Background: an optimization exercise with open tools, aiming at small area and a short achievable clock period. Do not read the settings as production practice.
Only simulation tests tie the RTL to the original design; equivalence was not proved.
Power and IR drop assume default switching activity.

File: flow/design.v
module Aux_Segmentado #(
    parameter integer tamanyo = 32
) (
    input logic CLK, RSTa, Start,                    
    input logic SignNum, SignDen,                    
    input logic [tamanyo-1:0] Q, M, ACCU,            
    output logic [tamanyo-1:0] Q_out, M_out, ACCU_out,   
    output logic SignNum_out, SignDen_out,               
    output logic Done                                    
);
logic [tamanyo-1:0] ACCU_int, Q_int;         
assign {ACCU_int, Q_int} = {ACCU[tamanyo-2:0],Q,1'b0};
always_ff @(posedge CLK, negedge RSTa) begin
    if (!RSTa)
        {Q_out, M_out, ACCU_out, SignNum_out, SignDen_out, Done} <= '0;     
    else begin       
        M_out <= M;                  
        SignNum_out <= SignNum;      
        SignDen_out <= SignDen;     
        Q_out <= (ACCU_int >= M) ? Q_int + 1 : Q_int;    
        ACCU_out <= (ACCU_int >= M) ? ACCU_int-M : ACCU_int;     
        Done <= Start;       
    end
end
endmodule
module Dividor_Segmentado #(
    parameter integer tamanyo = 32
) (
    input CLK , RSTa , Start ,   
    input logic [tamanyo-1:0] Num , Den ,  
    output logic Done ,   
    output logic [tamanyo-1:0] Coc , Res     
);
localparam etapas=tamanyo;  
logic [etapas-1:0][tamanyo-1:0] ACCU, Q, M;   
logic [etapas-1:0] SignNum, SignDen, Done_mem;   
genvar i ;
generate
   for(i = 0; i<(etapas+1) ; i = i+1)   
      begin :generador
         case(i)   
            0:     
               Aux_Segmentado #(
                  .tamanyo(tamanyo)
               ) Comienzo_Division (      
                  .CLK(CLK),                              
                  .RSTa(RSTa),                            
                  .Start(Start),                          
                  .SignNum(Num[tamanyo-1]),               
                  .SignDen(Den[tamanyo-1]),               
                  .ACCU('0),                              
                  .Q(Num[tamanyo-1] ? (~Num+1) : Num),   
                  .M(Den[tamanyo-1] ? (~Den+1) : Den),   
                  .ACCU_out(ACCU[i]),                     
                  .Q_out(Q[i]),                           
                  .M_out(M[i]),                           
                  .SignNum_out(SignNum[i]),               
                  .SignDen_out(SignDen[i]),
                  .Done(Done_mem[i])                      
               );
            etapas:     
               always_ff @(posedge CLK,negedge RSTa)  
               begin                                  
                  if(!RSTa)             
                     begin
                        Coc <= '0;      
                        Res <= '0;      
                        Done <= 1'b0;   
                     end
                  else                  
                     begin 
                        Coc <= (SignNum[i-1]^SignDen[i-1]) ? (~Q[i-1]+1) : Q[i-1];   
                        Res <= (SignNum[i-1]) ? (~ACCU[i-1]+1) : ACCU[i-1];          
                        Done <= Done_mem[i-1];         
                     end
               end
            default:     
               Aux_Segmentado #(
                  .tamanyo(tamanyo)
               ) Siguiendo_Division (      
                  .CLK(CLK),                     
                  .RSTa(RSTa),                   
                  .Start(Done_mem[i-1]),         
                  .SignNum(SignNum[i-1]),        
                  .SignDen(SignDen[i-1]),        
                  .ACCU(ACCU[i-1]),              
                  .Q(Q[i-1]),                    
                  .M(M[i-1]),                    
                  .ACCU_out(ACCU[i]),            
                  .Q_out(Q[i]),                  
                  .M_out(M[i]),                  
                  .SignNum_out(SignNum[i]),      
                  .SignDen_out(SignDen[i]),      
                  .Done(Done_mem[i])             
               );
         endcase      
      end
endgenerate           
endmodule 
File: flow/run.sh
#!/bin/bash
# synth_recipe.tcl (not shown) runs the flow's synth.tcl, then flattens the netlist and writes it again
# the make line also repeats each setting of config.mk as NAME=value (left out here)
make -C /OpenROAD-flow-scripts/flow DESIGN_CONFIG=/design/flow/config.mk WORK_HOME=/design/flow/orfs CLKGATE_MAP_FILE= SYNTH_SCRIPT=/design/flow/synth_recipe.tcl finish
File: flow/config.mk
export PLATFORM = sky130hd
export DESIGN_NAME = Dividor_Segmentado
export DESIGN_NICKNAME = Dividor_Segmentado
export VERILOG_FILES = /design/flow/design.v
export SDC_FILE = /design/flow/constraint.sdc
export NUM_CORES = 4
export LEC_CHECK = 0
export CAP_MARGIN = 20
export CORE_MARGIN = 2
export CORE_UTILIZATION = 40
export SLEW_MARGIN = 20
File: flow/constraint.sdc
create_clock -name core_clock -period 6.0 [get_ports {CLK}]
set_input_delay 1.2000 -clock core_clock [delete_from_list [all_inputs] [get_ports {CLK}]]
set_output_delay 1.2000 -clock core_clock [all_outputs]
set_load 0.01 [all_outputs]
==> Implementation_results.wiki <==
{| class="wikitable"
! Metric !! Value
|-
| Result of the run || timing/DRC/antenna clean
|-
| Crit path max fanout || 21
|-
| Min-delay worst type || input pin to async pin
|-
| Number of hold-repair buffers added at the cts stage || 0
|-
| Count of state elements after synthesis || about 3,200
|-
| Transition time at the pin with the least slew margin || ~1.3 ns
|-
| CP startpoint kind || input pin
|-
| Crit share post-route || a little over 90%
|-
| Fraction of layout instances using a drive strength above 1 || 8.46%
|-
| Post-CTS Repair Setup Buffers || 0
|-
| H-tree depth || 5
|-
| Crit path cell chain || clkdlybuf4s50_1, nor4_1, nand2_1, or3_1, nand2b_1, or4_1, or3_1, nand4bb_1, buf_4, ha_1, inv_1, ha_1, a21oi_1, or4_1, nor4_1, nand3b_1, a2111oi_4, nand4_4, buf_12, mux2i_1
|-
| Clock buffer depth || 4
|-
| Type of element capturing the critical path || flop
|-
| Primary FF master, synth || sky130_fd_sc_hd__dfrtp_1
|-
| Final count of hold timing violations || 0
|-
| Leakage power || roughly 0.08 uW
|-
| Pre-antenna DRT Iters || 6
|-
| Drc violations || 0
|-
| Final worst path period need || roughly 5.6 ns
|-
| Fraction of power spent switching nets || 30.5%
|-
| Routability congestion estimate from global placement || 0.882
|-
| Initial cell density of the core || about two fifths
|-
| Chip width || about 600 um
|-
| Mean post-synth cell area || between 10 and 15 um2
|-
| Area of the die || roughly 360,000 um2
|-
| Switching Power || about 19,000 uW
|-
| Via Count || just over 90,000
|-
| Inserted Clock Buffers || 330
|-
| Count of flip-flops with a built-in enable after synthesis || 0
|-
| Total internal power || 43,200 uW
|-
| Number of maximum-capacitance violations || 0
|-
| Sequential cell area || just under 80,000 um2
|-
| FMAX || roughly 180 MHz
|-
| Final worst hold slack || 0.303 ns
|-
| Clock input transition at the sequential cells of the worst setup and hold paths || about 0.060 ns
|-
| Total routing resource utilization after global routing || between 10% and 20%
|-
| Commonest cells post-synth || 3,170 x sky130_fd_sc_hd__dfrtp_1, 1,281 x sky130_fd_sc_hd__inv_1, 1,108 x sky130_fd_sc_hd__a21oi_1
|-
| Post-detailed-routing wire length || slightly above 300,000 um
|-
| Final number of max-transition violations || 0
|-
| Post-synth top area cell || sky130_fd_sc_hd__dfrtp_1
|-
| Number of nets in the final layout || around 14,000
|-
| Synthesized Nets || between 10,000 and 15,000
|-
| Clock latency of the later-clocked register in the worst-skew pair || slightly below 0.9 ns
|-
| Aggregate global routing overflow || 0
|-
| Seq pwr share || 40.8%
|-
| Number of global-route vias before repair || roughly 90,000
|-
| Combinational share of power || about 25%
|-
| Maximum clock skew at final layout || approximately 0.056 ns
|-
| Area share of the largest cell type after synthesis || roughly 55%
|-
| Worst-case register-to-register setup slack || 1.31 ns
|-
| Mean number of vias per cell || a little over 5
|-
| Number of filler instances in the final layout || 32,900
|-
| Power per unit of standard cell area || ~380 nW/um2
|-
| Yosys warning count || 2
|-
| Largest net degree at the start of global routing || 178
|-
| Total clock sinks || roughly 3,200
|-
| Number of unique standard cell types used by synthesis || 93
|-
| Antenna violations before repair || 18
|-
| Number of cells upsized or downsized after cts || 0
|-
| Core outline area || between 300,000 and 400,000 um2
|-
| IR Drop Worst-Case VDD || ~250 uV
|-
| Std-Cell Rows || 219
|-
| Multi-input gate area in the final layout || 58,500 um2
|-
| Post-synthesis cell area || about 140,000 um2
|-
| Wire length of the first global-routing pass || 491,000 um
|-
| Worst slew slack as a fraction of its limit || between 15 and 20%
|-
| Iteration-0 DRC Markers || between 6,000 and 7,000
|-
| Worst EP arrival || roughly 6.3 ns
|-
| P&R area growth vs syn || 13.2%
|-
| Share of synthesized registers carrying an async set or reset || 100%
|-
| Routed WL per cell || about 17 um
|-
| Cell class contributing the biggest share of worst-path delay || simple AND/OR/NAND/NOR gates
|-
| # IOs || between 100 and 150
|-
| Number of buffers added on ports || roughly 130
|-
| Crit path buf inv count || 4
|-
| Cell at the slowest stage of the critical path || sky130_fd_sc_hd__or4_1
|-
| Top area cells in the synthesized netlist || sky130_fd_sc_hd__dfrtp_1 55%, sky130_fd_sc_hd__ha_1 8.7%, sky130_fd_sc_hd__a21oi_1 3.9%, sky130_fd_sc_hd__xnor2_1 3.7%, sky130_fd_sc_hd__inv_1 3.4%
|-
| Synthesized instance count || 12,900
|-
| Util after Layout || a little under half
|-
| TritonCTS clock tree || yes
|-
| Required time of the worst setup path || between 6 and 7 ns
|-
| Critical path class || input pin to flop
|-
| Post-route antenna net violation count || 0
|-
| Detailed placement HPWL || 228,000 um
|-
| Share of the yosys chip area belonging to registers || between 50% and 60%
|-
| Final setup violation count || 0
|-
| Most frequent cell after synthesis || sky130_fd_sc_hd__dfrtp_1
|-
| Die height || around 600 um
|-
| Master cell of the clock root buffer || sky130_fd_sc_hd__clkbuf_16
|-
| Setup repair after global routing missed its margin || false
|-
| Critical path's largest stage delay || 0.53 ns
|-
| Clk network pwr share || between 30% and 40%
|}
[power groups by stage]
stage | combinational, uW | clock (uW) | sequential, uW
2_1_floorplan | 11800 | 0 | 25100
3_3_place_gp | 15500 | 0 | 25900
3_5_place_dp | 15600 | 0 | 25900
4_1_cts | 15700 | 21600 | 25500
5_1_grt | 17700 | 22600 | 25700
6_report | 15800 | 21000 | 25400
[cell families after synthesis]
logic type | share of synthesized area (%)
xor+xnor | 5.75
compound gates | 14.3
flops | 55.3
fa+ha+maj | 9.14
mux | 2.96
simple gates | 8.44
buf+inv | 4.11
[final timing paths]
path,start,endpoint,cells after the start
setup reg to reg,generador[27].genblk1.Siguiendo_Division.Q_out[31],flop,14
hold / removal,RSTa,generador[28].genblk1.Siguiendo_Division.Q_out[1],1
max in group asynchronous,RSTa,generador[25].genblk1.Siguiendo_Division.M_out[16],3
hold reg to reg,generador[11].genblk1.Siguiendo_Division.Q_out[3],generador[12].genblk1.Siguiendo_Division.Q_out[4],0
min in group core_clock,generador[11].genblk1.Siguiendo_Division.Q_out[3],generador[12].genblk1.Siguiendo_Division.Q_out[4],0
setup / recovery,Num[5],generador[0].genblk1.Comienzo_Division.ACCU_out[0],20
[per-layer routing]
| metal | vias up | wire [um] | track usage [%] |
|---|---|---|---|
| li1 | 45300 | - | - |
| met1 | 44800 | 143000 | 23.6 |
| met2 | 1690 | 138000 | 26.1 |
| met3 | 511 | 13500 | 2.23 |
| met4 | 0 | 11300 | 6.38 |
| met5 | - | 0 | 0 |
[state kept, by name, indices dropped and copies added (netlist names)]
signal,count
generador.genblk1.Siguiendo_Division.ACCU_out,962
generador.genblk1.Siguiendo_Division.SignNum_out,31
Res,32
generador.genblk1.Comienzo_Division.Done,1
Done,1
generador.genblk1.Comienzo_Division.SignDen_out,1
generador.genblk1.Siguiendo_Division.SignDen_out,31
generador.genblk1.Siguiendo_Division.M_out,960
generador.genblk1.Siguiendo_Division.Q_out,992
generador.genblk1.Comienzo_Division.SignNum_out,1
Coc,32
generador.genblk1.Siguiendo_Division.Done,31
generador.genblk1.Comienzo_Division.ACCU_out,31
generador.genblk1.Comienzo_Division.Q_out,32
generador.genblk1.Comienzo_Division.M_out,32
[final cells by class]
cell class	instances	area share, %
Inverter	1281	2.96
Tap cell	4751	3.66
Multi-Input combinational cell	8219	36.0
Sequential cell	3170	48.9
Clock buffer	451	5.86
Clock inverter	132	1.11
Timing Repair Buffer	240	1.50
Antenna cell	34	0.0524
[layout by cell type, fill, tap and decap left out, types with 46 or more instances in the layout]
master	synthesis	final
sky130_fd_sc_hd__nor3_1	121	121
sky130_fd_sc_hd__a21oi_1	1108	1103
sky130_fd_sc_hd__nor2b_1	109	109
sky130_fd_sc_hd__mux2_2	360	360
sky130_fd_sc_hd__o211ai_1	53	53
sky130_fd_sc_hd__nand4_1	139	139
sky130_fd_sc_hd__nand2_1	784	783
sky130_fd_sc_hd__dfrtp_1	3170	3170
sky130_fd_sc_hd__o21a_1	137	137
sky130_fd_sc_hd__inv_1	1281	1281
sky130_fd_sc_hd__o21bai_1	147	147
sky130_fd_sc_hd__and3_1	92	92
sky130_fd_sc_hd__clkdlybuf4s50_1	0	130
sky130_fd_sc_hd__xor2_1	335	335
sky130_fd_sc_hd__o31ai_1	100	96
sky130_fd_sc_hd__nor2_1	722	721
sky130_fd_sc_hd__clkbuf_8	0	71
sky130_fd_sc_hd__clkinv_2	0	59
sky130_fd_sc_hd__ha_1	998	998
sky130_fd_sc_hd__clkbuf_1	200	46
sky130_fd_sc_hd__nand3_1	181	181
sky130_fd_sc_hd__a31oi_1	87	86
sky130_fd_sc_hd__nor4_1	46	46
sky130_fd_sc_hd__xnor2_1	607	607
sky130_fd_sc_hd__buf_4	3	86
sky130_fd_sc_hd__o21ai_0	795	794
sky130_fd_sc_hd__clkbuf_16	0	334
sky130_fd_sc_hd__a21o_1	458	458
sky130_fd_sc_hd__a211oi_1	72	71
sky130_fd_sc_hd__nand2b_1	118	118
sky130_fd_sc_hd__or3_1	61	61
[through the flow]
step / std cells / setup TNS, ns / instance area, um2 / power [uW] / worst slack, ns
2_1_floorplan: 12900 / 0 / 143000 / 37000 / 0.158
3_3_place_gp: 17700 / -14.15 / 151000 / 41300 / -0.508
3_5_place_dp: 17700 / -14.33 / 151000 / 41500 / -0.522
4_1_cts: 18200 / 0 / 162000 / 62900 / 0.398
5_1_grt: 18300 / 0 / 162000 / 66000 / 0.169
6_report: 18300 / 0 / 162000 / 62200 / 0.401

## port drivers added, routing unchanged
The results above use ideal ports. As a check the final layout listed here was re-extracted and re-timed, cells and wires unchanged.
Step 1 (the two cells are an assumption about what drives the block):
set clk [get_ports {CLK}]
set_driving_cell -lib_cell sky130_fd_sc_hd__clkbuf_16 $clk
set_driving_cell -lib_cell sky130_fd_sc_hd__buf_2 [delete_from_list [all_inputs] $clk]
Step 2 also shifts input and output timing later by t, the mid clock arrival at the registers, as if the neighbouring blocks saw the same clock.
Slacks: no drivers / after step 1 / after step 2; pairs: no drivers / after step 1.
t (ns): 0.954
slack for setup (ns): 0.401 / 0.485 / -0.469
worst setup path at the end: input to register
With both steps, setup timing fails in this run, where it was met with ideal ports. For this run, drivers alone change the setup slack by +0.084 ns; drivers and shift together by -0.870 ns.
